This is an optimization exercise on Yosys and OpenROAD, whose aim is small area, not a production implementation. The RTL was checked by simulation tests, not by an equivalence proof against the original design. Power figures rest on the tool's default switching activity, not on a simulated workload.

File: design/flow/config.mk
export PLATFORM = sky130hd
export DESIGN_NAME = vga_sprite_car_core
export DESIGN_NICKNAME = vga_sprite_car_core
export VERILOG_FILES = /design/flow/design.v
export SDC_FILE = /design/flow/constraint.sdc
export NUM_CORES = 4
export LEC_CHECK = 0
export ABC_AREA = 1
export CAP_MARGIN = 10
export CORE_MARGIN = 2
export CORE_UTILIZATION = 40
export PLACE_DENSITY = 0.6
export SLEW_MARGIN = 10
export SYNTH_MEMORY_MAX_BITS = 16384
File: design/flow/constraint.sdc
create_clock -name core_clock -period 10.0 [get_ports {clk}]
set_input_delay 2.0000 -clock core_clock [delete_from_list [all_inputs] [get_ports {clk}]]
set_output_delay 2.0000 -clock core_clock [all_outputs]
set_load 0.01 [all_outputs]
File: design/flow/design.v
module car_ram_lut (
   input  logic [3:0] yf,
   input  logic [4:0] xm,
   output logic [1:0] code
);
   always_comb
      case ({yf, xm})
         9'd2: code = 2'd3;
         9'd3: code = 2'd3;
         9'd4: code = 2'd3;
         9'd5: code = 2'd3;
         9'd6: code = 2'd3;
         9'd7: code = 2'd3;
         9'd8: code = 2'd3;
         9'd9: code = 2'd3;
         9'd10: code = 2'd3;
         9'd11: code = 2'd3;
         9'd34: code = 2'd3;
         9'd35: code = 2'd3;
         9'd36: code = 2'd3;
         9'd37: code = 2'd3;
         9'd38: code = 2'd3;
         9'd39: code = 2'd3;
         9'd40: code = 2'd3;
         9'd41: code = 2'd3;
         9'd42: code = 2'd3;
         9'd43: code = 2'd3;
         9'd66: code = 2'd3;
         9'd67: code = 2'd3;
         9'd68: code = 2'd3;
         9'd69: code = 2'd3;
         9'd70: code = 2'd3;
         9'd71: code = 2'd3;
         9'd72: code = 2'd3;
         9'd73: code = 2'd3;
         9'd74: code = 2'd3;
         9'd75: code = 2'd3;
         9'd82: code = 2'd3;
         9'd83: code = 2'd3;
         9'd84: code = 2'd3;
         9'd85: code = 2'd3;
         9'd86: code = 2'd3;
         9'd87: code = 2'd3;
         9'd88: code = 2'd3;
         9'd89: code = 2'd3;
         9'd90: code = 2'd3;
         9'd91: code = 2'd3;
         9'd98: code = 2'd3;
         9'd99: code = 2'd3;
         9'd100: code = 2'd3;
         9'd101: code = 2'd3;
         9'd102: code = 2'd3;
         9'd103: code = 2'd3;
         9'd104: code = 2'd3;
         9'd105: code = 2'd3;
         9'd106: code = 2'd3;
         9'd107: code = 2'd3;
         9'd114: code = 2'd3;
         9'd115: code = 2'd3;
         9'd116: code = 2'd3;
         9'd117: code = 2'd3;
         9'd118: code = 2'd3;
         9'd119: code = 2'd3;
         9'd120: code = 2'd3;
         9'd121: code = 2'd3;
         9'd122: code = 2'd3;
         9'd123: code = 2'd3;
         9'd130: code = 2'd3;
         9'd131: code = 2'd3;
         9'd132: code = 2'd3;
         9'd133: code = 2'd3;
         9'd134: code = 2'd3;
         9'd135: code = 2'd3;
         9'd136: code = 2'd3;
         9'd137: code = 2'd3;
         9'd138: code = 2'd3;
         9'd139: code = 2'd3;
         9'd146: code = 2'd3;
         9'd147: code = 2'd3;
         9'd148: code = 2'd3;
         9'd149: code = 2'd3;
         9'd150: code = 2'd3;
         9'd151: code = 2'd3;
         9'd152: code = 2'd3;
         9'd153: code = 2'd3;
         9'd154: code = 2'd3;
         9'd155: code = 2'd3;
         9'd162: code = 2'd3;
         9'd163: code = 2'd3;
         9'd164: code = 2'd3;
         9'd165: code = 2'd3;
         9'd166: code = 2'd3;
         9'd167: code = 2'd3;
         9'd168: code = 2'd3;
         9'd169: code = 2'd3;
         9'd170: code = 2'd3;
         9'd171: code = 2'd3;
         9'd178: code = 2'd3;
         9'd179: code = 2'd3;
         9'd180: code = 2'd3;
         9'd181: code = 2'd3;
         9'd182: code = 2'd3;
         9'd183: code = 2'd3;
         9'd184: code = 2'd3;
         9'd185: code = 2'd3;
         9'd186: code = 2'd3;
         9'd187: code = 2'd3;
         9'd194: code = 2'd3;
         9'd195: code = 2'd3;
         9'd196: code = 2'd3;
         9'd197: code = 2'd3;
         9'd198: code = 2'd3;
         9'd199: code = 2'd3;
         9'd200: code = 2'd3;
         9'd201: code = 2'd3;
         9'd202: code = 2'd3;
         9'd203: code = 2'd3;
         9'd210: code = 2'd3;
         9'd211: code = 2'd3;
         9'd212: code = 2'd3;
         9'd213: code = 2'd3;
         9'd214: code = 2'd3;
         9'd215: code = 2'd3;
         9'd216: code = 2'd3;
         9'd217: code = 2'd3;
         9'd218: code = 2'd3;
         9'd219: code = 2'd3;
         9'd229: code = 2'd1;
         9'd230: code = 2'd1;
         9'd231: code = 2'd1;
         9'd246: code = 2'd1;
         9'd247: code = 2'd1;
         9'd261: code = 2'd1;
         9'd262: code = 2'd1;
         9'd263: code = 2'd1;
         9'd278: code = 2'd1;
         9'd279: code = 2'd1;
         9'd290: code = 2'd2;
         9'd291: code = 2'd2;
         9'd292: code = 2'd2;
         9'd293: code = 2'd2;
         9'd294: code = 2'd2;
         9'd295: code = 2'd2;
         9'd296: code = 2'd2;
         9'd297: code = 2'd2;
         9'd298: code = 2'd2;
         9'd299: code = 2'd2;
         9'd300: code = 2'd2;
         9'd301: code = 2'd2;
         9'd302: code = 2'd2;
         9'd303: code = 2'd2;
         9'd304: code = 2'd2;
         9'd305: code = 2'd2;
         9'd306: code = 2'd2;
         9'd307: code = 2'd2;
         9'd308: code = 2'd2;
         9'd309: code = 2'd2;
         9'd310: code = 2'd2;
         9'd311: code = 2'd2;
         9'd312: code = 2'd2;
         9'd313: code = 2'd2;
         9'd314: code = 2'd2;
         9'd315: code = 2'd2;
         9'd322: code = 2'd2;
         9'd323: code = 2'd2;
         9'd324: code = 2'd2;
         9'd325: code = 2'd2;
         9'd326: code = 2'd2;
         9'd327: code = 2'd2;
         9'd328: code = 2'd2;
         9'd329: code = 2'd2;
         9'd330: code = 2'd2;
         9'd331: code = 2'd2;
         9'd332: code = 2'd2;
         9'd333: code = 2'd2;
         9'd334: code = 2'd2;
         9'd335: code = 2'd2;
         9'd336: code = 2'd2;
         9'd337: code = 2'd2;
         9'd338: code = 2'd2;
         9'd339: code = 2'd2;
         9'd340: code = 2'd2;
         9'd341: code = 2'd2;
         9'd342: code = 2'd2;
         9'd343: code = 2'd2;
         9'd344: code = 2'd2;
         9'd345: code = 2'd2;
         9'd346: code = 2'd2;
         9'd347: code = 2'd2;
         9'd352: code = 2'd1;
         9'd353: code = 2'd1;
         9'd354: code = 2'd1;
         9'd355: code = 2'd1;
         9'd356: code = 2'd1;
         9'd357: code = 2'd1;
         9'd358: code = 2'd1;
         9'd359: code = 2'd1;
         9'd360: code = 2'd1;
         9'd361: code = 2'd1;
         9'd362: code = 2'd1;
         9'd363: code = 2'd1;
         9'd364: code = 2'd2;
         9'd365: code = 2'd2;
         9'd366: code = 2'd2;
         9'd367: code = 2'd2;
         9'd368: code = 2'd1;
         9'd369: code = 2'd1;
         9'd370: code = 2'd1;
         9'd371: code = 2'd1;
         9'd372: code = 2'd1;
         9'd373: code = 2'd1;
         9'd374: code = 2'd2;
         9'd375: code = 2'd2;
         9'd376: code = 2'd2;
         9'd377: code = 2'd2;
         9'd378: code = 2'd2;
         9'd379: code = 2'd2;
         9'd380: code = 2'd2;
         9'd381: code = 2'd2;
         9'd384: code = 2'd1;
         9'd385: code = 2'd1;
         9'd386: code = 2'd1;
         9'd387: code = 2'd1;
         9'd388: code = 2'd1;
         9'd389: code = 2'd1;
         9'd390: code = 2'd1;
         9'd391: code = 2'd1;
         9'd392: code = 2'd1;
         9'd393: code = 2'd1;
         9'd394: code = 2'd1;
         9'd395: code = 2'd1;
         9'd396: code = 2'd2;
         9'd397: code = 2'd2;
         9'd398: code = 2'd2;
         9'd399: code = 2'd2;
         9'd400: code = 2'd1;
         9'd401: code = 2'd1;
         9'd402: code = 2'd1;
         9'd403: code = 2'd1;
         9'd404: code = 2'd1;
         9'd405: code = 2'd1;
         9'd406: code = 2'd2;
         9'd407: code = 2'd2;
         9'd408: code = 2'd2;
         9'd409: code = 2'd2;
         9'd410: code = 2'd2;
         9'd411: code = 2'd2;
         9'd412: code = 2'd2;
         9'd413: code = 2'd2;
         9'd416: code = 2'd1;
         9'd417: code = 2'd1;
         9'd418: code = 2'd2;
         9'd419: code = 2'd2;
         9'd420: code = 2'd3;
         9'd421: code = 2'd3;
         9'd422: code = 2'd2;
         9'd423: code = 2'd2;
         9'd424: code = 2'd3;
         9'd425: code = 2'd3;
         9'd426: code = 2'd2;
         9'd427: code = 2'd2;
         9'd428: code = 2'd3;
         9'd429: code = 2'd2;
         9'd430: code = 2'd2;
         9'd431: code = 2'd2;
         9'd432: code = 2'd2;
         9'd433: code = 2'd2;
         9'd434: code = 2'd1;
         9'd435: code = 2'd1;
         9'd436: code = 2'd1;
         9'd437: code = 2'd1;
         9'd438: code = 2'd1;
         9'd439: code = 2'd1;
         9'd440: code = 2'd2;
         9'd441: code = 2'd2;
         9'd442: code = 2'd2;
         9'd443: code = 2'd2;
         9'd444: code = 2'd2;
         9'd445: code = 2'd2;
         9'd446: code = 2'd2;
         9'd450: code = 2'd2;
         9'd451: code = 2'd2;
         9'd452: code = 2'd3;
         9'd453: code = 2'd3;
         9'd454: code = 2'd2;
         9'd455: code = 2'd2;
         9'd456: code = 2'd3;
         9'd457: code = 2'd3;
         9'd458: code = 2'd2;
         9'd459: code = 2'd2;
         9'd460: code = 2'd3;
         9'd461: code = 2'd3;
         9'd462: code = 2'd2;
         9'd463: code = 2'd2;
         9'd464: code = 2'd2;
         9'd465: code = 2'd2;
         9'd466: code = 2'd1;
         9'd467: code = 2'd1;
         9'd468: code = 2'd1;
         9'd469: code = 2'd1;
         9'd470: code = 2'd1;
         9'd471: code = 2'd1;
         9'd472: code = 2'd2;
         9'd473: code = 2'd2;
         9'd474: code = 2'd2;
         9'd475: code = 2'd2;
         9'd476: code = 2'd2;
         9'd477: code = 2'd2;
         9'd478: code = 2'd2;
         9'd479: code = 2'd2;
         9'd482: code = 2'd2;
         9'd483: code = 2'd2;
         9'd484: code = 2'd3;
         9'd485: code = 2'd3;
         9'd486: code = 2'd2;
         9'd487: code = 2'd2;
         9'd488: code = 2'd3;
         9'd489: code = 2'd3;
         9'd490: code = 2'd2;
         9'd491: code = 2'd2;
         9'd492: code = 2'd3;
         9'd493: code = 2'd3;
         9'd494: code = 2'd2;
         9'd495: code = 2'd2;
         9'd496: code = 2'd2;
         9'd497: code = 2'd2;
         9'd498: code = 2'd1;
         9'd499: code = 2'd1;
         9'd500: code = 2'd1;
         9'd501: code = 2'd1;
         9'd502: code = 2'd1;
         9'd503: code = 2'd1;
         9'd504: code = 2'd2;
         9'd505: code = 2'd2;
         9'd506: code = 2'd2;
         9'd507: code = 2'd2;
         9'd508: code = 2'd2;
         9'd509: code = 2'd2;
         9'd510: code = 2'd2;
         9'd511: code = 2'd2;
         default: code = 2'd0;
      endcase
endmodule
module car_src (
   input  logic [10:0] p,
   input  logic [5:0]  p_hi_m1,
   input  logic        p_hi_nz,
   input  logic [10:0] p0,
   output logic        hit
);
   logic [5:0] g;
   assign g[0] = 1'b1;
   for (genvar k = 0; k < 5; k++) begin : c
      assign g[k+1] = (~p0[k] & p[k]) | (~p0[k] & g[k]) | (p[k] & g[k]);
   end
   logic [5:0] tgt;
   assign tgt = g[5] ? p[10:5] : p_hi_m1;
   assign hit = (g[5] | p_hi_nz) & (p0[10:5] == tgt);
endmodule
module vga_sprite_car_core
   #(parameter CD = 12,    
               ADDR_WIDTH = 13,
               KEY_COLOR = 0
   )
   (
    input  logic clk, reset,
    input  logic [10:0] x, y,
    input  logic cs,
    input  logic write,
    input  logic [13:0] addr,
    input  logic [31:0] wr_data,
    input  logic [11:0] si_rgb,
    output logic [11:0] so_rgb
   );
   localparam N = 20;
   logic [10:0] xo [0:N-1];
   logic [10:0] yo [0:N-1];
   logic [3:0]  ct [0:N-1];
   logic [N-1:0] vld;
   logic bypass_reg;
   logic wr_reg;
   logic [5:0] a;
   logic a_x, a_y, a_c;
   assign wr_reg = cs & write & addr[13];
   assign a = addr[5:0];
   always_comb begin
      a_x = 1'b0; a_y = 1'b0; a_c = 1'b0;
      for (int k = 0; k < N; k++) begin
         if (a == 6'(3*k+1)) a_x = 1'b1;
         if (a == 6'(3*k+2)) a_y = 1'b1;
         if (a == 6'(3*k+3)) a_c = 1'b1;
      end
   end
   logic [10:0] dx, dy;
   logic [3:0]  dc;
   assign dx = ~(wr_data[10:0] & {11{a_x}});    
   assign dy = ~(wr_data[10:0] & {11{a_y}});
   assign dc = wr_data[3:0] & {4{a_c}};
   always_ff @(posedge clk, posedge reset)
      if (reset)
         bypass_reg <= 1'b0;
      else if (wr_reg && a == 6'd0)
         bypass_reg <= wr_data[0];
   logic [5:0] x_hi_m1, y_hi_m1;
   logic x_hi_nz, y_hi_nz, base_hit;
   assign x_hi_m1 = x[10:5] - 6'd1;
   assign y_hi_m1 = y[10:5] - 6'd1;
   assign x_hi_nz = |x[10:5];
   assign y_hi_nz = |y[10:5];
   assign base_hit = ~x_hi_nz & ~y_hi_nz;    
   logic [N-1:0] hit;
   logic [14:0] d [0:N-1];
   genvar i;
   generate
      for (i = 0; i < N; i++) begin : spr
         logic ws, hx, hy;
         assign ws = wr_reg && a >= 6'(3*i+1) && a <= 6'(3*i+3);
         always_ff @(posedge clk)
            if (ws & (a_x | ~vld[i])) xo[i] <= dx;
         always_ff @(posedge clk)
            if (ws & (a_y | ~vld[i])) yo[i] <= dy;
         always_ff @(posedge clk)
            if (ws & (a_c | ~vld[i])) ct[i] <= dc;
         always_ff @(posedge clk, posedge reset)
            if (reset)
               vld[i] <= 1'b0;
            else if (ws)
               vld[i] <= 1'b1;
         car_src hxu (.p(x), .p_hi_m1(x_hi_m1), .p_hi_nz(x_hi_nz), .p0(~xo[i]), .hit(hx));
         car_src hyu (.p(y), .p_hi_m1(y_hi_m1), .p_hi_nz(y_hi_nz), .p0(~yo[i]), .hit(hy));
         assign hit[i] = vld[i] ? (hx & hy) : base_hit;
         assign d[i] = {vld[i], ct[i], ~yo[i][4:0], ~xo[i][4:0]};
      end
   endgenerate
   logic [15:0] t0 [0:19];
   logic [15:0] t1 [0:9];
   logic [15:0] t2 [0:4];
   logic [15:0] t3 [0:2];
   logic [15:0] t4 [0:1];
   logic [15:0] t5;
   function automatic logic [15:0] pick(input logic [15:0] lo, input logic [15:0] hi);
      pick = {lo[15] | hi[15], lo[15] ? lo[14:0] : hi[14:0]};
   endfunction
   always_comb begin
      for (int k = 0; k < N; k++)
         t0[k] = {(k == N-1) ? 1'b1 : hit[k], d[k]};
      for (int k = 0; k < 10; k++)
         t1[k] = pick(t0[2*k], t0[2*k+1]);
      for (int k = 0; k < 5; k++)
         t2[k] = pick(t1[2*k], t1[2*k+1]);
      t3[0] = pick(t2[0], t2[1]);
      t3[1] = pick(t2[2], t2[3]);
      t3[2] = t2[4];
      t4[0] = pick(t3[0], t3[1]);
      t4[1] = t3[2];
      t5 = pick(t4[0], t4[1]);
   end
   logic [14:0] ds, de;
   assign ds = t5[14:0];
   assign de = ds[14] ? ds : 15'd0;
   logic covered;
   assign covered = |hit;
   logic [4:0] xr, yr, xm;
   logic [3:0] yf;
   logic [1:0] img, body, code;
   assign xr = x[4:0] - de[4:0];
   assign yr = y[4:0] - de[9:5];
   assign img = de[11:10];
   assign body = de[13:12];
   assign xm = xr ^ {5{img[0]}};
   assign yf = yr[3:0] ^ {4{yr[4]}};
   car_ram_lut rom (.yf(yf), .xm(xm), .code(code));
   logic [1:0] code_reg, ecode_reg, body_reg;
   always_ff @(posedge clk)
      code_reg <= img[1] ? 2'd0 : code;
   always_ff @(posedge clk) begin
      ecode_reg <= covered ? code_reg : 2'd0;
      body_reg <= body;
   end
   logic [11:0] spr_rgb;
   always_comb
      case (ecode_reg)
         2'd1: spr_rgb = 12'h0f0;
         2'd2:
            case (body_reg)
               2'd0: spr_rgb = 12'hfff;
               2'd1: spr_rgb = 12'hf00;
               2'd2: spr_rgb = 12'hfa0;
               default: spr_rgb = 12'h088;
            endcase
         default: spr_rgb = 12'hf00;
      endcase
   assign so_rgb = (bypass_reg || ecode_reg == 2'd0) ? si_rgb : spr_rgb;
endmodule
File: design/flow/flow/run.sh
#!/bin/bash
# The standard layout (standard.sh, the standard synthesis script included) with
# three changes made through ORFS's own variables:
#  - ABC maps the logic for area only (flow/abc_area.script: deepsyn, then
#    area-oriented &nf map with the delay target relaxed, no buffering or upsizing);
#  - clock tree synthesis without dummy loads;
#  - the port buffers are the smallest buffer cell.
# Registers are untouched: ABC runs without -dff, so the standard synthesis's
# flip-flops, their names and cell types, are kept.
set -euo pipefail
W=$PWD
rm -rf "$W/scripts_local"
cp -r "$FLOW_HOME/scripts" "$W/scripts_local"
cp "$W/flow/abc_area.script" "$W/scripts_local/abc_area.script"
export SCRIPTS_DIR="$W/scripts_local"
export CTS_ARGS="-sink_clustering_enable -repair_clock_nets -dont_use_dummy_load -buf_list sky130_fd_sc_hd__clkbuf_16 -sink_clustering_size 20 -sink_clustering_max_diameter 100"
export BUFFER_PORTS_ARGS="-buffer_cell sky130_fd_sc_hd__buf_1"
bash standard.sh > "$W/standard_flow.log" 2>&1
File: design/flow/flow/abc_area.script
strash
&get -n
&deepsyn -J 10 -T 900
&put
strash
&get -n
&nf -p -R 1000
&put
topo
buffer -c -N 12
dnsize -c
File: design/flow/standard.sh
#!/bin/bash
# synth_recipe.tcl (not shown) runs the flow's synth.tcl, then flattens the netlist and writes it again
# the make line also repeats each setting of config.mk as NAME=value (left out here)
make -C /OpenROAD-flow-scripts/flow DESIGN_CONFIG=/design/flow/config.mk WORK_HOME=/design/flow/orfs CLKGATE_MAP_FILE= SYNTH_SCRIPT=/design/flow/synth_recipe.tcl "${@:-finish}"
==> results by group, run 1 <==
Outcome
  – Status: timing/DRC/antenna clean

Detailed routing
  – Overall routed net length: 103 mm
  – Drt first pass iters: 6
  – Vias: 21800
  – Final ANT Viol Nets: 0
  – DRC: 0
  – 1st-iter DRT viols: 3148
  – DR vias/cell: 6.45
  – Wire per inst: 30.4 um

STA
  – Post-route clock period utilization: 97.0%
  – RSZ-0062 raised after global routing: no
  – Final clock skew: 0.0238 ns
  – Final Hold Fails: 0
  – Worst Tran Pin Value: 1.23 ns
  – Final Max Slew Viols: 0
  – Fin crit period: 9.70 ns
  – Slew Limit Headroom: 17.7%
  – F_max: 0.103 GHz
  – Final setup violation count: 0

Worst setup path
  – Setup CP Type: primary input to flip-flop
  – Critical Path Sink Type: flip-flop
  – Reg2reg path depth: 27
  – Largest delay share family, worst path: compound AO/OA/AOI/OAI gates
  – Worst r2r src: xo[17][1]$_DFFE_PP_
  – R2R setup slack: 1.73 ns
  – Critical Path Source Type: primary input
  – CP max stage delay: 0.77 ns
  – Max Fanout on Critical Path: 20
  – WP data required: 10.56 ns
  – Worst path slowest cell: o22ai_1
  – Reg-to-reg endpoint: code_reg[0]$_SDFF_PP0_
  – Crit path DAT: 10.26 ns
  – WP buf/inv: 4

Final layout
  – Layout Area Growth over Synthesis: 11.5%
  – Nets: 2609
  – Largest regs: xo (220), yo (220), ct (80)
  – Finished Layout Cells: 3385
  – Layout cell share with drive strength beyond 1: 12.0%

Synthesis
  – Top cell type's share of synthesized area: 56.5%
  – Mapped cell area: 27700 um2
  – Register area share after synthesis: 58.8%
  – Distinct cells, synth: 72
  – Top area cells in the synthesized netlist: edfxtp_1 56%, xnor2_1 3.6%, xor2_1 3.4%
  – #FFs+latches synth: 547
  – Leading area contributor after synthesis: edfxtp_1
  – EDFF count, synth: 520
  – Complex-gate fraction of the synthesized area: 17.0%
  – Most common cell in the netlist: edfxtp_1
  – Post-synth top cells: 520 x edfxtp_1, 196 x nand2_1, 187 x a21oi_1
  – Synthesized area per cell: 11.9 um2
  – Largest family of logic cells by synthesized area: compound AO/OA/AOI/OAI gates
  – Synth Area in Adders: 1.26%
  – Post-synthesis simple-gate area fraction: 9.02%
  – Asr flop ratio synth: 3.84%
  – Syn nets: 2432
  – Top FF cell, synth: edfxtp_1
  – Synth Warn #: 11
  – Post-Synthesis Cells: 2327
  – Mux cell area share after synthesis: 4.69%
  – Post-Synth XOR/XNOR Area: 7.03%

Floorplanning
  – Starting Density: 40.4%
  – Die area: 71300 um2
  – DIE HEIGHT: 267 um
  – Core area: 68500 um2
  – I/O Pins: 96
  – Row cnt: 96
  – Die X-Extent: 267 um

Place
  – PortBufs: 67
  – Dpl cells: 3353
  – GPL Wtd Cong: 0.944
  – Post-DP HPWL: 73.4 mm

Power
  – Leakage: 10.8 nW
  – Switching Fraction: 27.9%
  – PwrDens: 153 nW/um2
  – Int Pwr: 0.00339 W
  – Combinational share of power: 16.7%
  – NetSw: 0.00132 W
  – Worst vdd ir: 0.158 mV
  – Tot Pwr: 0.00471 W
  – Clock power frac: 27.2%
  – Register share of total power: 56.1%

Global route
  – GR Overflow Total: 0
  – Vias in the first global route: 20300
  – Initial antenna violation count: 2
  – Global-route wire length before repair: 144 mm
  – Largest net degree at the start of global routing: 26
  – GR Util All Layers: 28.3%

Clock network
  – CTS Buf Count: 31
  – Clk pin slew, worst setup/hold paths: 0.08 ns
  – Post-CTS Hold Buffers: 0
  – CTS Root Cell: clkbuf_16
  – Max Root-Sink Buffers: 3
  – CTS tree: done
  – CTS H-Tree Depth: 1
  – Worst-Skew Late Latency: 0.62 ns
  – Sink Count: 547

Job
  – Number of max-cap violations: 0

Worst hold path
  – Hold WC Path Type: flip-flop to flip-flop
  – Hold path depth: 1
  – Hold path startpoint: code_reg[0]$_SDFF_PP0_
  – Hold Path Sink: ecode_reg[0]$_SDFF_PN0_
==> cell families (layout without fill, tap and decap cells) <==
logic type / after synthesis / after routing
AO/OA/AOI/OAI: 710 / 710
XOR/XNOR: 222 / 222
adder cells (fa/ha/maj): 28 / 28
buffers and inverters: 161 / 336
flip-flops: 547 / 547
multiplexers: 123 / 123
other: 0 / 1
AND/OR/NAND/NOR: 536 / 536
==> power groups by stage <==
| stage | combinational [W] | sequential [W] | clock [W] |
|---|---|---|---|
| 2_1_floorplan | 0.000463 | 0.00265 | 0 |
| 3_3_place_gp | 0.000755 | 0.00269 | 0 |
| 3_5_place_dp | 0.000773 | 0.00269 | 0 |
| 4_1_cts | 0.000775 | 0.00264 | 0.00129 |
| 5_1_grt | 0.000836 | 0.00264 | 0.00136 |
| 6_report | 0.000787 | 0.00264 | 0.00128 |
==> worst max path at each step <==
stage | end | cells past startpoint | from | slack (ns)
after floorplan | code_reg[0]$_SDFF_PP0_ | 32 | y[5] | 0.45
after global placement | code_reg[0]$_SDFF_PP0_ | 31 | y[1] | -0.01
after detailed placement | code_reg[0]$_SDFF_PP0_ | 31 | y[1] | -0.14
after CTS | code_reg[0]$_SDFF_PP0_ | 31 | y[1] | 0.45
after global routing | code_reg[0]$_SDFF_PP0_ | 30 | x[1] | 0.06
final | code_reg[0]$_SDFF_PP0_ | 28 | y[1] | 0.30
==> stage by stage <==
step	instance area, um2	TNS (ns)	util [%]	setup slack (ns)	hold slack (ns)
floorplan	27700	0	-	0.449	0.406
detailed placement	30100	-0.141	43.9	-0.141	0.422
CTS	30800	0	45.0	0.451	0.443
global route	30800	0	45.0	0.0607	0.464
global placement	30100	-0.0117	43.9	-0.0117	0.424
finish	30800	0	45.1	0.300	0.436
==> layout by cell type (no fill, tap or decap), drive strengths merged, types with 21 or more instances in the layout <==
cell type,synthesis,final
a2111oi,27,27
a211oi,30,30
a21oi,187,187
a221oi,22,22
a222oi,26,26
a22oi,48,48
buf,19,232
clkbuf,81,43
dfrtp,21,21
edfxtp,520,520
inv,60,60
mux2,52,52
mux2i,71,71
nand2,196,196
nand2b,32,32
nand4,22,22
nor2,136,136
nor2b,26,26
nor3,36,36
o21ai,116,116
o221ai,43,43
o22ai,94,94
xnor2,115,115
xor2,107,107
==> layout make-up <==
type	count	area (um2)
Tap cell	882	1100
Multi-Input combinational cell	1619	10900
Clock buffer	31	776
Fill cell	6281	37600
Timing Repair Buffer	244	1610
Antenna cell	1	2.50
Inverter	61	229
Sequential cell	547	16300
==> per-layer routing <==
layer	up-vias	GRT usage [%]	wire, um	part of all wire (%)
li1	9356	-	-	-
met1	10800	38.3	40200	39
met2	1364	43.9	45700	44
met3	244	4.85	10500	10
met4	4	14.4	6320	6.1
met5	-	0	117	0.11
==> what timing repair did <==
item | CTS | global route
buffers inserted | 0 | 0
setup endpoints to repair | 0 | 1
resized for setup | 0 | 1
==> run 2, diff against run 1 <==
--- a/design/flow/config.mk
+++ b/design/flow/config.mk
@@ -9,6 +9,8 @@
 export CAP_MARGIN = 10
 export CORE_MARGIN = 2
 export CORE_UTILIZATION = 40
+export GPL_TIMING_DRIVEN = 0
 export PLACE_DENSITY = 0.6
+export SETUP_SLACK_MARGIN = 0.3
 export SLEW_MARGIN = 10
 export SYNTH_MEMORY_MAX_BITS = 16384
==> results by group, run 2 <==
Outcome
  – Status: timing/DRC/antenna clean

STA
  – RSZ-0062 raised after global routing: no
  – Final setup violation count: 0
  – Final Max Slew Viols: 0
  – Worst Tran Pin Value: 1.31 ns
  – Post-route clock period utilization: 95.2%
  – Slew Limit Headroom: 13.0%
  – F_max: 0.105 GHz
  – Final TNS setup: 0 ns
  – Fin crit period: 9.52 ns
  – Final Hold Fails: 0
  – Final clock skew: 0.0504 ns

Floorplanning
  – Core area: 68500 um2
  – Die X-Extent: 267 um
  – Die area: 71300 um2
  – Starting Density: 40.4%
  – I/O Pins: 96
  – Row cnt: 96
  – DIE HEIGHT: 267 um

Synthesis
  – Post-Synth XOR/XNOR Area: 7.03%
  – Post-synth top cells: 520 x edfxtp_1, 196 x nand2_1, 187 x a21oi_1
  – Mapped cell area: 27700 um2
  – Register area share after synthesis: 58.8%
  – Leading area contributor after synthesis: edfxtp_1
  – Post-Synthesis Cells: 2327
  – EDFF count, synth: 520
  – Synth Area in Adders: 1.26%
  – Synthesized area per cell: 11.9 um2
  – Distinct cells, synth: 72
  – Synth Warn #: 11
  – Top cell type's share of synthesized area: 56.5%
  – Complex-gate fraction of the synthesized area: 17.0%
  – Top FF cell, synth: edfxtp_1
  – Most common cell in the netlist: edfxtp_1
  – Post-synthesis simple-gate area fraction: 9.02%
  – Mux cell area share after synthesis: 4.69%
  – Top area cells in the synthesized netlist: edfxtp_1 56%, xnor2_1 3.6%, xor2_1 3.4%
  – #FFs+latches synth: 547
  – Asr flop ratio synth: 3.84%
  – Syn nets: 2432
  – Largest family of logic cells by synthesized area: compound AO/OA/AOI/OAI gates

Place
  – Placed cell areas: 29700 um2
  – Post-DP HPWL: 78.7 mm
  – GPL Wtd Cong: 0.977
  – Dpl cells: 3302
  – PortBufs: 55

Worst setup path
  – Worst path slowest cell: buf_1
  – Critical Path Source Type: primary input
  – R2R setup slack: 1.96 ns
  – Worst r2r src: xo[1][1]$_DFFE_PP_
  – Setup CP Type: primary input to flip-flop
  – Reg2reg path depth: 31
  – Critical Path Sink Type: flip-flop
  – Max Fanout on Critical Path: 12
  – Cell mode on critical path: nor2_1
  – CP max stage delay: 0.91 ns
  – WP data required: 10.61 ns
  – Reg-to-reg endpoint: code_reg[0]$_SDFF_PP0_
  – Crit path DAT: 10.12 ns

Global route
  – Largest net degree at the start of global routing: 22
  – Global-route wire length before repair: 149 mm
  – Initial antenna violation count: 5
  – GR Overflow Total: 0
  – Vias in the first global route: 20900
  – GR Util All Layers: 29.6%

Power
  – Leakage: 10.7 nW
  – Worst vdd ir: 0.156 mV
  – PwrDens: 152 nW/um2

Worst hold path
  – Hold path depth: 1
  – Hold Path Sink: ecode_reg[1]$_SDFF_PN0_
  – Hold path startpoint: code_reg[1]$_SDFF_PP0_
  – Hold WC Path Type: flip-flop to flip-flop

Final layout
  – Final instance area: 31300 um2
  – Layout cell share with drive strength beyond 1: 13.1%
  – Largest regs: xo (220), yo (220), ct (80)
  – Finished Layout Cells: 3357
  – Most frequent cells in the layout: 520 x edfxtp_1, 195 x nand2_1, 140 x a21oi_1
  – Most common cell after layout, fill and taps aside: edfxtp_1
  – Layout Area Growth over Synthesis: 13.1%
  – Nets: 2581

Detailed routing
  – Vias: 21900
  – Wire per inst: 32.1 um
  – 1st-iter DRT viols: 3272
  – Overall routed net length: 108 mm
  – Final ANT Viol Nets: 0
  – DRC: 0
  – DR vias/cell: 6.52
  – Drt first pass iters: 9

Clock network
  – Sink Count: 547
  – CTS tree: done
  – Clk pin slew, worst setup/hold paths: 0.09 ns
  – Worst-Skew Late Latency: 0.65 ns
  – CTS Root Cell: clkbuf_16
  – Max Root-Sink Buffers: 3
  – CTS Buf Count: 31
  – CTS H-Tree Depth: 1

Job
  – Number of max-cap violations: 0
-- run 2: metal layers --
layer  track usage, %  vias up  routed length (um)
li1                 -     9303                   -
met1             38.3    10800               40000
met2             46.3     1539               47700
met3             6.59      286               12600
met4             16.2        4                7400
met5                0        -                  21
-- run 2: through the flow --
| step | total power, W | hold slack [ns] | setup WS, ns | util, % |
|---|---|---|---|---|
| floorplan | 0.00311 | 0.406 | 0.449 | - |
| global placement | 0.00339 | 0.421 | -5.20 | 42.3 |
| detailed placement | 0.00343 | 0.433 | -4.23 | 43.3 |
| CTS | 0.00470 | 0.463 | 0.348 | 45.4 |
| global route | 0.00486 | 0.464 | 0.288 | 45.7 |
| finish | 0.00474 | 0.452 | 0.484 | 45.7 |
-- run 2: logic make-up after synthesis --
group                    Yosys count
XOR/XNOR                         222
flip-flops                       547
AND/OR/NAND/NOR                  536
buffers and inverters            161
AO/OA/AOI/OAI                    710
multiplexers                     123
adder cells (fa/ha/maj)           28
-- run 2: worst max-delay path: cells and delay by family --
family / cells / cell delay, ns
xor gates and xnor gates: 4 / 0.98
buffers and inverters: 4 / 1.83
AOI/OAI and AO/OA: 11 / 2.99
adders and majority gates: 1 / 0.49
and+or+nand+nor: 8 / 1.83
-- run 2: power by group --
part / internal, W / switching, W
combinational: 0.000259 / 0.000538
sequential: 0.00257 / 0.0000837
clock: 0.000547 / 0.000744
-- run 2: repair_timing --
item                                    in CTS  in global routing
endpoints found under the setup margin       4                  2
resized for setup                          131                 54
pin swaps                                    9                  8
hold buffers                                 0                  0
cloned                                       0                  0
setup buffers                               18                  7
-- run 2: worst max path at each step --
stage	from	end	slack, ns
floorplan	y[5]	code_reg[0]$_SDFF_PP0_	0.45
global placement	y[5]	code_reg[1]$_SDFF_PP0_	-5.20
detailed placement	y[5]	code_reg[0]$_SDFF_PP0_	-4.23
CTS	x[5]	code_reg[1]$_SDFF_PP0_	0.35
global route	y[1]	code_reg[1]$_SDFF_PP0_	0.29
finish	y[7]	code_reg[0]$_SDFF_PP0_	0.48
-- run 2: cell type report --
class,instances,area (um2)
fill,6205,37200
sequential,547,16300
multi-input combinational,1619,11600
tap,882,1100
timing repair buffer,118,881
clock buffer,31,776
buffer,98,468
inverter,61,234
antenna,1,2.50
==> run 3, diff against run 2 <==
==> design/flow/flow/abc_area.script (replaced) <==
strash
&get -n
&deepsyn -J 10 -T 900
&put
strash
&get -n
&nf -p -R 10
&put
topo
buffer -c -N 12
dnsize -c
--- a/design/flow/config.mk
+++ b/design/flow/config.mk
@@ -9,8 +9,6 @@
 export CAP_MARGIN = 10
 export CORE_MARGIN = 2
 export CORE_UTILIZATION = 40
-export GPL_TIMING_DRIVEN = 0
 export PLACE_DENSITY = 0.6
-export SETUP_SLACK_MARGIN = 0.3
 export SLEW_MARGIN = 10
 export SYNTH_MEMORY_MAX_BITS = 16384
==> results by group, run 3 <==
Outcome
  – Status: timing/DRC/antenna clean

Worst hold path
  – Hold Path Sink: ecode_reg[0]$_SDFF_PN0_
  – Hold path depth: 1
  – Hold path startpoint: code_reg[0]$_SDFF_PP0_
  – Hold WC Path Type: flip-flop to flip-flop

Clock network
  – CTS resizes: 0
  – Post-CTS Hold Buffers: 0
  – CTS H-Tree Depth: 2
  – CTS Buf Count: 35
  – CTS Root Cell: clkbuf_16
  – CTS tree: done
  – # Post-CTS Setup Buffers: 0
  – Worst-Skew Late Latency: 0.59 ns
  – Max Root-Sink Buffers: 3
  – Sink Count: 547
  – Clk pin slew, worst setup/hold paths: 0.08 ns

Global route
  – Vias in the first global route: 22200
  – Global-route wire length before repair: 167 mm
  – Largest net degree at the start of global routing: 35
  – GR Util All Layers: 31.9%
  – GR Overflow Total: 0
  – Initial antenna violation count: 1

Worst setup path
  – Setup CP Type: primary input to flip-flop
  – CP Cell Sequence: buf_1 -> clkinv_1 -> xnor2_1 -> nand3_1 -> and3_1 -> o22ai_1 -> or4_1 -> nand3b_1 -> nor3_1 -> and2_1 -> o211ai_1 -> nand2_1 -> buf_4 -> o21ai_0 -> ha_1 -> fa_1 -> buf_4 -> xnor2_1 -> xnor2_1 -> nor2_1 -> xor2_1 -> o211a_1 -> or3b_2 -> a21oi_1
  – Worst r2r src: yo[14][1]$_DFFE_PP_
  – Critical Path Sink Type: flip-flop
  – Reg-to-reg endpoint: code_reg[1]$_SDFF_PP0_
  – Reg2reg path depth: 25
  – Critical Path Source Type: primary input
  – Cell mode on critical path: xnor2_1
  – CP max stage delay: 1.05 ns
  – R2R setup slack: 2.20 ns
  – Max Fanout on Critical Path: 9
  – Crit path DAT: 10.04 ns
  – WP data required: 10.52 ns
  – Worst path slowest cell: xnor2_1

Detailed routing
  – Vias: 24000
  – DR vias/cell: 6.49
  – Overall routed net length: 121 mm
  – Final ANT Viol Nets: 0
  – Wire per inst: 32.7 um
  – Drt first pass iters: 8
  – DRC: 0
  – 1st-iter DRT viols: 3860

Synthesis
  – Top FF cell, synth: edfxtp_1
  – Synth Warn #: 11
  – #FFs+latches synth: 547
  – Syn nets: 2628
  – EDFF count, synth: 520
  – Leading area contributor after synthesis: edfxtp_1
  – Top area cells in the synthesized netlist: edfxtp_1 54%, a21oi_1 3.6%, xnor2_1 3.6%
  – Post-Synthesis Cells: 2523
  – Register area share after synthesis: 56.6%
  – Post-synth top cells: 520 x edfxtp_1, 209 x a21oi_1, 171 x nand2_1
  – Asr flop ratio synth: 3.84%
  – Synthesized area per cell: 11.4 um2
  – Distinct cells, synth: 80
  – Top cell type's share of synthesized area: 54.3%
  – Most common cell in the netlist: edfxtp_1
  – Mapped cell area: 28700 um2

STA
  – Fin crit period: 9.52 ns
  – Slew Limit Headroom: 17.5%
  – Final Hold Fails: 0
  – F_max: 0.105 GHz
  – Post-route clock period utilization: 95.2%
  – Final TNS setup: 0 ns
  – Final Max Slew Viols: 0
  – Final clock skew: 0.0350 ns
  – RSZ-0062 raised after global routing: no
  – Final setup violation count: 0
  – Worst Tran Pin Value: 1.22 ns

Final layout
  – Largest regs: xo (220), yo (220), ct (80)
  – Nets: 2852
  – Final Util: 45.6%
  – Most frequent cells in the layout: 520 x edfxtp_1, 222 x buf_4, 201 x a21oi_1
  – Most common cell after layout, fill and taps aside: edfxtp_1
  – Finished Layout Cells: 3695
  – Final instance area: 32500 um2
  – Layout Area Growth over Synthesis: 13.0%
  – Ant. Diodes: 0
  – Layout cell share with drive strength beyond 1: 12.0%

Floorplanning
  – Row cnt: 98
  – I/O Pins: 96
  – Die X-Extent: 272 um
  – Core area: 71200 um2
  – Die area: 74000 um2
  – Starting Density: 40.3%
  – DIE HEIGHT: 272 um

Place
  – Placed cell areas: 31600 um2
  – GPL Wtd Cong: 0.990
  – Dpl cells: 3660
  – PortBufs: 67
  – Post-DP HPWL: 89.8 mm

Power
  – Tot Pwr: 0.00495 W
  – PwrDens: 152 nW/um2
  – Leakage: 11.5 nW
  – Worst vdd ir: 0.141 mV

Job
  – Number of max-cap violations: 0
-- run 3: changes by cell type in the layout (fill, tap and decap cells not counted), sizes merged, moves of 20 or more --
cell    before  now
nor3        36   69
o21ai      116  141
buf        137  280
mux2i       71   50
clkbuf     109   47
nand3       20  101
mux2        52   14
xor2       107   76
nand2      196  171
a21o        12   35
nor2       136  116
a21oi      187  209
-- run 3: worst max-delay path: cells and delay by family --
family,cells,cell delay [ns]
simple gates,9,3.17
xor+xnor,4,1.89
compound gates,5,1.33
buf+inv,4,1.01
fa+ha+maj,2,0.61
-- run 3: cells by family after synthesis --
| family | Yosys count | share of synthesized area [%] |
|---|---|---|
| buffers and inverters | 175 | 2.29 |
| adders and majority gates | 21 | 0.967 |
| and+or+nand+nor | 675 | 11.9 |
| muxes | 64 | 2.29 |
| xor gates and xnor gates | 196 | 6.07 |
| AOI/OAI and AO/OA | 845 | 19.9 |
| DFF | 547 | 56.6 |
-- run 3: report_power, final --
part	internal, W	leakage [nW]	switching, W
sequential	0.00257	5.58	0.0000745
combinational	0.000323	5.50	0.000578
clock	0.000626	0.431	0.000773
total	0.00352	11.5	0.00143
-- run 3: stage by stage --
step           setup WS (ns)  hold slack (ns)
3_5_place_dp           0.253            0.441
6_report               0.478            0.457
2_1_floorplan          0.534            0.406
5_1_grt                0.316            0.471
4_1_cts                0.799            0.460
3_3_place_gp           0.317            0.445
-- run 3: how the worst max path moves through the flow --
stage | start | to | slack (ns)
after global placement | y[9] | code_reg[1]$_SDFF_PP0_ | 0.32
final | y[9] | code_reg[1]$_SDFF_PP0_ | 0.48
after floorplan | y[5] | code_reg[0]$_SDFF_PP0_ | 0.53
after detailed placement | y[9] | code_reg[1]$_SDFF_PP0_ | 0.25
after CTS | y[9] | code_reg[1]$_SDFF_PP0_ | 0.80
after global routing | y[9] | code_reg[1]$_SDFF_PP0_ | 0.32
-- run 3: final cells by class --
class / instances / area [um2]
fill: 6532 / 38800
inverter: 70 / 263
tap: 950 / 1190
timing repair buffer: 292 / 1990
sequential: 547 / 16300
clock buffer: 35 / 876
multi-input combinational: 1801 / 11900
-- run 3: routing by layer --
metal / vias up / GRT usage [%] / share of wire [%]
met2: 1680 / 46.1 / 42
met5: - / 0 / 0
met1: 11700 / 44.0 / 40
met4: 0 / 17.3 / 6.2
met3: 231 / 8.09 / 12
li1: 10300 / - / -
==> run 4, diff against run 3 <==
==> design/flow/flow/abc_area.script (replaced) <==
strash
&get -n
&deepsyn -J 10 -T 900
&put
strash
&get -n
&nf -p
&put
topo
buffer -c -N 12
dnsize -c
==> results by group, run 4 <==
Synthesis
  – EDFF count, synth: 520
  – Synth Warn #: 11
  – Distinct cells, synth: 82
  – Synthesized area per cell: 11.4 um2
  – Top area cells in the synthesized netlist: edfxtp_1 54%, xnor2_1 3.6%, a21oi_1 3.5%
  – Asr flop ratio synth: 3.84%
  – #FFs+latches synth: 547
  – Leading area contributor after synthesis: edfxtp_1
  – Post-synth top cells: 520 x edfxtp_1, 204 x a21oi_1, 172 x nand2_1
  – Mapped cell area: 28800 um2
  – Syn nets: 2629
  – Top FF cell, synth: edfxtp_1
  – Most common cell in the netlist: edfxtp_1
  – Register area share after synthesis: 56.4%
  – Post-Synthesis Cells: 2524
  – Top cell type's share of synthesized area: 54.2%

Floorplanning
  – Row cnt: 98
  – DIE HEIGHT: 272 um
  – I/O Pins: 96
  – Die area: 74200 um2
  – Starting Density: 40.4%
  – Core area: 71400 um2
  – Die X-Extent: 272 um

Detailed routing
  – DR vias/cell: 6.52
  – Vias: 24000
  – Final ANT Viol Nets: 0
  – Drt first pass iters: 8
  – 1st-iter DRT viols: 3735
  – DRC: 0
  – Overall routed net length: 110 mm
  – Wire per inst: 30.0 um

Power
  – Combinational share of power: 18.0%
  – Leakage: 11.4 nW
  – NetSw: 0.00137 W
  – Switching Fraction: 28.5%
  – Register share of total power: 55.0%
  – PwrDens: 148 nW/um2
  – Worst vdd ir: 0.147 mV
  – Clock power frac: 26.9%
  – Int Pwr: 0.00343 W

Final layout
  – Final Util: 45.2%
  – Most frequent cells in the layout: 520 x edfxtp_1, 204 x a21oi_1, 202 x buf_4
  – Filler instances: 6604
  – Layout cell share with drive strength beyond 1: 11.2%
  – Largest regs: xo (220), yo (220), ct (80)
  – Area of the multi-input gates: 11900 um2
  – Reg area: 16300 um2
  – Most common cell after layout, fill and taps aside: edfxtp_1
  – Layout Area Growth over Synthesis: 12.0%
  – Nets: 2828

Worst setup path
  – WP data required: 10.56 ns
  – Critical Path Sink Type: flip-flop
  – Max Fanout on Critical Path: 7
  – R2R setup slack: 2.67 ns
  – Crit path DAT: 9.38 ns
  – Setup CP Type: primary input to flip-flop
  – Critical Path Source Type: primary input

Place
  – PortBufs: 67
  – Post-DP HPWL: 80.2 mm
  – GPL Wtd Cong: 0.972

Outcome
  – Status: timing/DRC/antenna clean

Clock network
  – CTS H-Tree Depth: 1
  – CTS resizes: 0
  – CTS Root Cell: clkbuf_16
  – Clk pin slew, worst setup/hold paths: 0.08 ns
  – Post-CTS Hold Buffers: 0
  – # Post-CTS Setup Buffers: 0
  – CTS tree: done
  – Worst-Skew Late Latency: 0.64 ns
  – Sink Count: 547
  – Max Root-Sink Buffers: 3
  – CTS Buf Count: 31

STA
  – Final clock skew: 0.0395 ns
  – Final Hold Fails: 0
  – Final TNS setup: 0 ns
  – Final setup violation count: 0
  – Slew Limit Headroom: 19.5%
  – RSZ-0062 raised after global routing: no
  – Worst Tran Pin Value: 1.21 ns
  – F_max: 0.113 GHz
  – Final Max Slew Viols: 0
  – Fin crit period: 8.82 ns
  – Post-route clock period utilization: 88.2%
  – Worst hold margin: 0.435 ns

Global route
  – GR Overflow Total: 0
  – Initial antenna violation count: 5
  – GR Util All Layers: 28.9%
  – Largest net degree at the start of global routing: 31
  – Vias in the first global route: 22700
  – Global-route wire length before repair: 156 mm

Job
  – Number of max-cap violations: 0

Worst hold path
  – Hold WC Path Type: flip-flop to flip-flop
## run 4: kinds of logic (layout without fill, tap and decap cells)
logic type	after synthesis	in the layout	share of synthesized area, %
AND/OR/NAND/NOR	669	669	11.8
flip-flops	547	547	56.4
buffers and inverters	180	377	2.34
adder cells (fa/ha/maj)	21	21	0.964
XOR/XNOR	195	195	6.12
AO/OA/AOI/OAI	850	850	20.2
multiplexers	62	62	2.21
other	0	4	0
## run 4: metal layers
layer | routed length [um] | part of all wire [%] | global-route usage (%)
met5 | 13 | 0.012 | 0
met3 | 11300 | 10 | 4.52
met4 | 5360 | 4.9 | 12.4
met2 | 50200 | 46 | 46.4
met1 | 43300 | 39 | 39.0
## run 4: worst paths after layout
check | depth (start not counted) | startpoint | end
max | 28 | y[5] | code_reg[0]$_SDFF_PP0_
min | 1 | code_reg[1]$_SDFF_PP0_ | ecode_reg[1]$_SDFF_PN0_
max reg2reg | 24 | yo[12][2]$_DFFE_PP_ | code_reg[0]$_SDFF_PP0_
min reg2reg | 1 | code_reg[1]$_SDFF_PP0_ | ecode_reg[1]$_SDFF_PN0_
max in group asynchronous | 2 | reset | vld[15]$_DFFE_PP0P_
min in group asynchronous | 2 | reset | vld[16]$_DFFE_PP0P_
## run 4: through the flow
| step | cell area [um2] | total power, W | std cells | setup slack, ns |
|---|---|---|---|---|
| after floorplan | 28800 | 0.00315 | 2524 | 0.603 |
| after global placement | 31500 | 0.00351 | 3639 | 0.710 |
| after detailed placement | 31500 | 0.00353 | 3640 | 0.671 |
| after CTS | 32300 | 0.00478 | 3671 | 1.33 |
| after global routing | 32300 | 0.00493 | 3671 | 0.829 |
| final | 32300 | 0.00479 | 3675 | 1.18 |
## run 4: cell type report
type / count / share of cell area, %
Sequential cell: 547 / 50.4
Tap cell: 950 / 3.68
Inverter: 76 / 0.884
Antenna cell: 4 / 0.0310
Clock buffer: 31 / 2.40
Multi-Input combinational cell: 1797 / 37.0
Timing Repair Buffer: 270 / 5.59
## run 4: worst max-delay path: stages
cell,delay (ns)
clkbuf_2,0.12
inv_1,0.08
ha_1,0.36
nor3b_2,0.84
xnor2_1,0.23
buf_4,0.28
a21oi_1,0.11
o21ai_0,0.23
o2111ai_1,0.13
nor4b_1,0.38
buf_4,0.21
a21oi_1,0.08
nand2b_1,0.19
o221ai_1,0.19
a21oi_1,0.09
a2111o_1,0.47
a222oi_1,0.37
and3_1,0.32
a41oi_1,0.13
fa_1,0.48
a21o_1,0.18
a21oi_1,0.20
xnor2_1,0.25
xnor3_1,0.31
o21ai_0,0.38
o211ai_1,0.18
or2_2,0.32
a32oi_1,0.21
## run 4: power by group through the flow
stage	registers [W]	clock network [W]	logic, W
after global placement	0.00269	0	0.000829
final	0.00264	0.00129	0.000863
after detailed placement	0.00269	0	0.000839
after CTS	0.00264	0.00130	0.000844
after floorplan	0.00265	0	0.000502
after global routing	0.00264	0.00138	0.000918
==> run 5, diff against run 4 <==
--- a/design/flow/flow/run.sh
+++ b/design/flow/flow/run.sh
@@ -15,4 +15,5 @@
 export SCRIPTS_DIR="$W/scripts_local"
 export CTS_ARGS="-sink_clustering_enable -repair_clock_nets -dont_use_dummy_load -buf_list sky130_fd_sc_hd__clkbuf_16 -sink_clustering_size 20 -sink_clustering_max_diameter 100"
 export BUFFER_PORTS_ARGS="-buffer_cell sky130_fd_sc_hd__buf_1"
+export GPL_KEEP_OVERFLOW=0
 bash standard.sh > "$W/standard_flow.log" 2>&1
==> design/flow/flow/abc_area.script (replaced) <==
strash
&get -n
&deepsyn -J 10 -T 900
&put
strash
&get -n
&nf -p -R 1000
&put
topo
buffer -c -N 12
dnsize -c
==> results by group, run 5 <==
STA
  – Final clock skew: 0.0595 ns
  – Worst Tran Pin Value: 1.29 ns
  – Final setup violation count: 0
  – Fin crit period: 9.77 ns
  – F_max: 0.102 GHz
  – Worst hold margin: 0.441 ns
  – Final Hold Fails: 0
  – Post-route clock period utilization: 97.7%
  – Slew Limit Headroom: 13.7%
  – Final Max Slew Viols: 0

Final layout
  – Layout Area Growth over Synthesis: 11.7%
  – Layout cell share with drive strength beyond 1: 12.3%
  – Largest regs: xo (220), yo (220), ct (80)
  – Nets: 2516
  – Final instance area: 30900 um2
  – Most frequent cells in the layout: 520 x edfxtp_1, 194 x nand2_1, 147 x a21oi_1
  – Most common cell after layout, fill and taps aside: edfxtp_1

Clock network
  – CTS tree: done
  – Clk pin slew, worst setup/hold paths: 0.09 ns
  – CTS Buf Count: 31
  – Max Root-Sink Buffers: 3
  – CTS Root Cell: clkbuf_16
  – Sink Count: 547
  – Post-CTS Hold Buffers: 0
  – CTS H-Tree Depth: 1
  – Worst-Skew Late Latency: 0.65 ns

Power
  – Int Pwr: 0.00338 W
  – Clock power frac: 27.2%
  – Worst vdd ir: 0.142 mV
  – PwrDens: 153 nW/um2
  – Leakage: 10.5 nW
  – Tot Pwr: 0.00471 W
  – Combinational share of power: 16.7%
  – Switching Fraction: 28.2%
  – Register share of total power: 56.1%
  – NetSw: 0.00133 W

Synthesis
  – Complex-gate fraction of the synthesized area: 17.0%
  – Post-synthesis simple-gate area fraction: 9.02%
  – Synth Area in Adders: 1.26%
  – #FFs+latches synth: 547
  – Mux cell area share after synthesis: 4.69%
  – Register area share after synthesis: 58.8%
  – Mapped cell area: 27700 um2
  – Syn nets: 2432
  – Leading area contributor after synthesis: edfxtp_1
  – Post-Synthesis Cells: 2327
  – Asr flop ratio synth: 3.84%
  – Top area cells in the synthesized netlist: edfxtp_1 56%, xnor2_1 3.6%, xor2_1 3.4%
  – Most common cell in the netlist: edfxtp_1
  – Post-Synth XOR/XNOR Area: 7.03%
  – Post-synth top cells: 520 x edfxtp_1, 196 x nand2_1, 187 x a21oi_1
  – Top FF cell, synth: edfxtp_1
  – Largest family of logic cells by synthesized area: compound AO/OA/AOI/OAI gates
  – Synth Warn #: 11
  – EDFF count, synth: 520
  – Distinct cells, synth: 72
  – Top cell type's share of synthesized area: 56.5%
  – Synthesized area per cell: 11.9 um2

Worst setup path
  – Critical Path Sink Type: flip-flop
  – Max Fanout on Critical Path: 19
  – Reg2reg path depth: 28
  – WP data required: 10.56 ns
  – Worst path slowest cell: and3_1
  – CP max stage delay: 0.55 ns
  – Worst r2r src: xo[17][1]$_DFFE_PP_
  – R2R setup slack: 1.93 ns
  – Reg-to-reg endpoint: code_reg[1]$_SDFF_PP0_
  – Crit path DAT: 10.34 ns
  – Critical Path Source Type: primary input
  – Setup CP Type: primary input to flip-flop

Place
  – Post-DP HPWL: 68.9 mm
  – Placed cell areas: 29600 um2
  – PortBufs: 67
  – GPL Wtd Cong: 0.933

Detailed routing
  – 1st-iter DRT viols: 3301
  – Wire per inst: 30.1 um
  – Vias: 21400
  – DRC: 0
  – Drt first pass iters: 7
  – DR vias/cell: 6.49
  – Overall routed net length: 99.0 mm
  – Final ANT Viol Nets: 0

Worst hold path
  – Hold path depth: 1
  – Hold Path Sink: ecode_reg[0]$_SDFF_PN0_
  – Hold WC Path Type: flip-flop to flip-flop
  – Hold path startpoint: code_reg[0]$_SDFF_PP0_

Floorplanning
  – Die X-Extent: 267 um
  – Starting Density: 40.4%
  – DIE HEIGHT: 267 um
  – I/O Pins: 96
  – Die area: 71300 um2
  – Row cnt: 96
  – Core area: 68500 um2

Global route
  – Initial antenna violation count: 2
  – GR Overflow Total: 0
  – GR Util All Layers: 27.3%
  – GR Util met3: 3.97%
  – Met2 usage: 43.0%
  – Global-route wire length before repair: 139 mm
  – Largest net degree at the start of global routing: 43
  – Vias in the first global route: 20200
  – Met1 Usage GRT: 37.2%
  – GR peak layer: met2

Job
  – Number of max-cap violations: 0

Outcome
  – Status: timing/DRC/antenna clean
[run 5: cell type report]
type / count / area (um2)
Timing Repair Buffer: 151 / 1170
Tap cell: 882 / 1100
Antenna cell: 3 / 7.51
Sequential cell: 547 / 16300
Multi-Input combinational cell: 1619 / 11300
Fill cell: 6146 / 37600
Inverter: 61 / 234
Clock buffer: 31 / 776
[run 5: worst max path at each step]
stage / startpoint / slack (ns) / to / depth (start not counted)
6_report: y[6] / 0.23 / code_reg[1]$_SDFF_PP0_ / 31
5_1_grt: y[6] / -0.005 / code_reg[0]$_SDFF_PP0_ / 31
4_1_cts: x[0] / 0.006 / code_reg[1]$_SDFF_PP0_ / 30
3_5_place_dp: y[6] / -3.57 / code_reg[1]$_SDFF_PP0_ / 31
3_3_place_gp: y[6] / -9.64 / code_reg[1]$_SDFF_PP0_ / 29
2_1_floorplan: y[5] / 0.45 / code_reg[0]$_SDFF_PP0_ / 32
[run 5: critical path: cells and delay by family]
family,cells,cell delay (ns)
compound gates,11,2.98
xor+xnor,3,0.82
fa+ha+maj,2,0.63
buf+inv,3,0.87
simple gates,12,3.00
[run 5: routing by layer]
metal  wire length [um]  vias up
met4               5520        2
met2              44300     1406
li1                   -     9170
met1              39100    10500
met3              10200      235
met5                 10        -
[run 5: logic make-up (layout without fill, tap and decap cells)]
family / after synthesis / in the layout
other: 0 / 3
xor gates and xnor gates: 222 / 222
and+or+nand+nor: 536 / 536
adders and majority gates: 28 / 28
AOI/OAI and AO/OA: 710 / 710
DFF: 547 / 547
buffers and inverters: 161 / 243
muxes: 123 / 123
[run 5: what timing repair did]
action,in CTS,in global routing
setup buffers,22,6
endpoints found under the setup margin,2,2
gates cloned,0,0
gates resized for setup,34,23
pin swaps,7,4
[run 5: per-stage QoR]
step                      setup WS (ns)  instances  util [%]  setup TNS (ns)
after CTS                       0.00566       3282      44.9               0
after global placement            -9.64       3176      41.8          -56.69
after global routing           -0.00472       3291      45.1        -0.00820
after detailed placement          -3.57       3229      43.3           -7.98
final                             0.228       3294      45.1               0
after floorplan                   0.449       2327         -               0
[run 5: power by group through the flow]
stage	clock network [W]	logic (W)	registers, W
2_1_floorplan	0	0.000463	0.00265
3_3_place_gp	0	0.000689	0.00269
3_5_place_dp	0	0.000733	0.00269
4_1_cts	0.00129	0.000762	0.00264
5_1_grt	0.00136	0.000836	0.00264
6_report	0.00128	0.000785	0.00264
==> run 6, diff against run 5 <==
--- a/design/flow/flow/run.sh
+++ b/design/flow/flow/run.sh
@@ -15,5 +15,5 @@
 export SCRIPTS_DIR="$W/scripts_local"
 export CTS_ARGS="-sink_clustering_enable -repair_clock_nets -dont_use_dummy_load -buf_list sky130_fd_sc_hd__clkbuf_16 -sink_clustering_size 20 -sink_clustering_max_diameter 100"
 export BUFFER_PORTS_ARGS="-buffer_cell sky130_fd_sc_hd__buf_1"
-export GPL_KEEP_OVERFLOW=0
+export DONT_USE_CELLS="sky130_fd_sc_hd__buf_4 sky130_fd_sc_hd__buf_6 sky130_fd_sc_hd__buf_8 sky130_fd_sc_hd__buf_12 sky130_fd_sc_hd__buf_16"
 bash standard.sh > "$W/standard_flow.log" 2>&1
==> design/flow/flow/abc_area.script (replaced) <==
strash
&get -n
&deepsyn -J 10 -T 900
&put
strash
&get -n
&nf -p -R 1000
&put
topo
dnsize -c
==> results by group, run 6 <==
Place
  – Setup slack at placement: 0.384 ns
  – GPL Wtd Cong: 0.959
  – Post-DP HPWL: 75.0 mm
  – PortBufs: 67

Worst setup path
  – WP data required: 10.55 ns
  – R2R setup slack: 2.51 ns
  – CP max stage delay: 0.50 ns
  – Cell mode on critical path: buf_4
  – WP depth: 36
  – Reg2reg path depth: 32
  – Crit path DAT: 9.49 ns
  – Setup CP Type: primary input to flip-flop
  – Max Fanout on Critical Path: 24
  – Critical Path Source Type: primary input
  – WP buf/inv: 6
  – Largest delay share family, worst path: compound AO/OA/AOI/OAI gates
  – Worst path slowest cell: fa_1
  – Critical Path Sink Type: flip-flop

STA
  – F_max: 0.112 GHz
  – Worst Tran Pin Value: 1.30 ns
  – Slew Limit Headroom: 13.4%
  – Final TNS setup: 0 ns
  – RSZ-0062 raised after global routing: no
  – Post-route clock period utilization: 89.5%
  – Fin crit period: 8.95 ns
  – Final setup violation count: 0
  – Final Hold Fails: 0
  – Setup slack after layout: 1.05 ns
  – Final clock skew: 0.0439 ns
  – Final Max Slew Viols: 0

Detailed routing
  – DRC: 0
  – DR vias/cell: 6.40
  – Wire per inst: 30.3 um
  – Overall routed net length: 103 mm
  – Drt first pass iters: 6
  – Vias: 21900
  – Final ANT Viol Nets: 0
  – 1st-iter DRT viols: 3394

Final layout
  – Most frequent cells in the layout: 520 x edfxtp_1, 217 x buf_4, 196 x nand2_1
  – Layout cell share with drive strength beyond 1: 10.8%
  – Largest regs: xo (220), yo (220), ct (80)
  – Nets: 2650
  – Most common cell after layout, fill and taps aside: edfxtp_1
  – Layout Area Growth over Synthesis: 14.2%
  – Ant. Diodes: 0

Floorplanning
  – Die X-Extent: 265 um
  – Starting Density: 40.5%
  – Row cnt: 95
  – I/O Pins: 96
  – DIE HEIGHT: 265 um
  – Core area: 67300 um2
  – Die area: 70300 um2

Synthesis
  – Syn nets: 2332
  – #FFs+latches synth: 547
  – EDFF count, synth: 520
  – Most common cell in the netlist: edfxtp_1
  – Distinct cells, synth: 64
  – Asr flop ratio synth: 3.84%
  – Mapped cell area: 27300 um2
  – Register area share after synthesis: 59.6%
  – Top FF cell, synth: edfxtp_1
  – Synthesized area per cell: 12.2 um2
  – Top area cells in the synthesized netlist: edfxtp_1 57%, xnor2_1 3.7%, xor2_1 3.4%
  – Post-synth top cells: 520 x edfxtp_1, 196 x nand2_1, 187 x a21oi_1
  – Leading area contributor after synthesis: edfxtp_1
  – Top cell type's share of synthesized area: 57.3%
  – Post-Synthesis Cells: 2227
  – Synth Warn #: 11

Global route
  – GR Overflow Total: 0
  – Vias in the first global route: 20200
  – Largest net degree at the start of global routing: 27
  – GR Util All Layers: 28.8%
  – Global-route wire length before repair: 146 mm
  – Initial antenna violation count: 2

Worst hold path
  – Hold WC Path Type: flip-flop to flip-flop
  – Hold path depth: 1

Clock network
  – CTS resizes: 0
  – Worst-Skew Late Latency: 0.63 ns
  – Post-CTS Hold Buffers: 0
  – CTS H-Tree Depth: 1
  – Max Root-Sink Buffers: 3
  – CTS Buf Count: 31
  – Sink Count: 547
  – # Post-CTS Setup Buffers: 0
  – CTS Root Cell: clkbuf_16
  – CTS tree: done
  – Clk pin slew, worst setup/hold paths: 0.09 ns

Power
  – Tot Pwr: 0.00471 W
  – Leakage: 10.8 nW
  – Worst vdd ir: 0.149 mV
  – PwrDens: 151 nW/um2

Outcome
  – Status: timing/DRC/antenna clean

Job
  – Number of max-cap violations: 0
==> run 6: changes by cell type in the layout (fill, tap and decap cells not counted), sizes merged <==
cell and delta:
diode -3, inv -59, buf +128, clkdlybuf4s15 -1, clkinvlp -1, clkbuf +7, clkinv +60
==> run 6: layout make-up <==
type / instances / area [um2]
clock buffer: 31 / 776
timing repair buffer: 285 / 1920
fill: 6075 / 36100
tap: 873 / 1090
sequential: 547 / 16300
inverter: 61 / 229
multi-input combinational: 1619 / 10900
==> run 6: cell families after synthesis <==
| logic type | share of synthesized area (%) |
|---|---|
| AND/OR/NAND/NOR | 9.13 |
| flip-flops | 59.6 |
| XOR/XNOR | 7.13 |
| buffers and inverters | 0.840 |
| adder cells (fa/ha/maj) | 1.28 |
| AO/OA/AOI/OAI | 17.2 |
| multiplexers | 4.75 |
==> run 6: path summary, 6_finish.rpt <==
kind / start / end
worst max-delay path: x[1] / code_reg[1]$_SDFF_PP0_
worst min-delay path: code_reg[1]$_SDFF_PP0_ / ecode_reg[1]$_SDFF_PN0_
min in group asynchronous: reset / vld[14]$_DFFE_PP0P_
worst min register to register: code_reg[1]$_SDFF_PP0_ / ecode_reg[1]$_SDFF_PN0_
worst max register to register: yo[13][1]$_DFFE_PP_ / code_reg[1]$_SDFF_PP0_
max in group asynchronous: reset / vld[6]$_DFFE_PP0P_
==> run 6: metal layers <==
layer | vias to the layer above | GRT usage (%) | share of wire [%]
met5 | - | 0 | 0
met4 | 0 | 10.4 | 4.1
met3 | 182 | 4.62 | 10
met2 | 1355 | 45.4 | 45
met1 | 10900 | 40.3 | 40
li1 | 9455 | - | -
==> run 6: power by group <==
part           internal, W  total [W]  switching [W]
registers          0.00257    0.00264      0.0000668
clock network     0.000548    0.00128       0.000730
logic             0.000280   0.000791       0.000511
total              0.00340    0.00471        0.00131
==> run 6: per-stage QoR <==
stage	utilization, %	cells	hold slack [ns]	instance area [um2]
floorplan	-	2227	0.407	27300
global placement	45.1	3385	0.496	30400
detailed placement	45.1	3385	0.488	30400
CTS	46.3	3416	0.510	31100
global route	46.3	3416	0.531	31100
finish	46.3	3416	0.516	31100

[static timing again, ports no longer ideal]
Ports are ideal in the flow. The routed layouts listed here were re-timed in OpenROAD.
Step 1: set_driving_cell puts a clkbuf_16 on clk and a buf_2 on each other input, an assumption about the parent block.
Step 2, shift: input delay + t, output delay - t, t = (earliest + latest rising clock arrival at the registers) / 2. This alone moves slack from input paths to output paths.
Slacks: no drivers / after step 1 / after step 2; pairs: no drivers / after step 1.
| run | t (ns) | slack for setup (ns) | worst setup path after step 2 | slew at the worst register clock pin (ns) |
|---|---|---|---|---|
| run 1 | 0.673 | 0.300 / 0.336 / -0.337 | input to register | 0.09 / 0.09 |
| run 2 | 0.692 | 0.484 / 0.515 / -0.177 | input to register | 0.09 / 0.09 |
| run 3 | 0.633 | 0.478 / 0.518 / -0.115 | input to register | 0.09 / 0.09 |
| run 4 | 0.689 | 1.179 / 1.223 / 0.534 | input to register | 0.10 / 0.10 |
| run 5 | 0.682 | 0.228 / 0.267 / -0.415 | input to register | 0.09 / 0.09 |
| run 6 | 0.665 | 1.053 / 1.029 / 0.364 | input to register | 0.09 / 0.09 |
Met with ideal ports but missed after step 2: setup timing in run 1, run 2, run 3 and run 5. The setup slack of run 6, which loses most, moves by -0.024 ns with the drivers and by -0.689 ns with both steps.
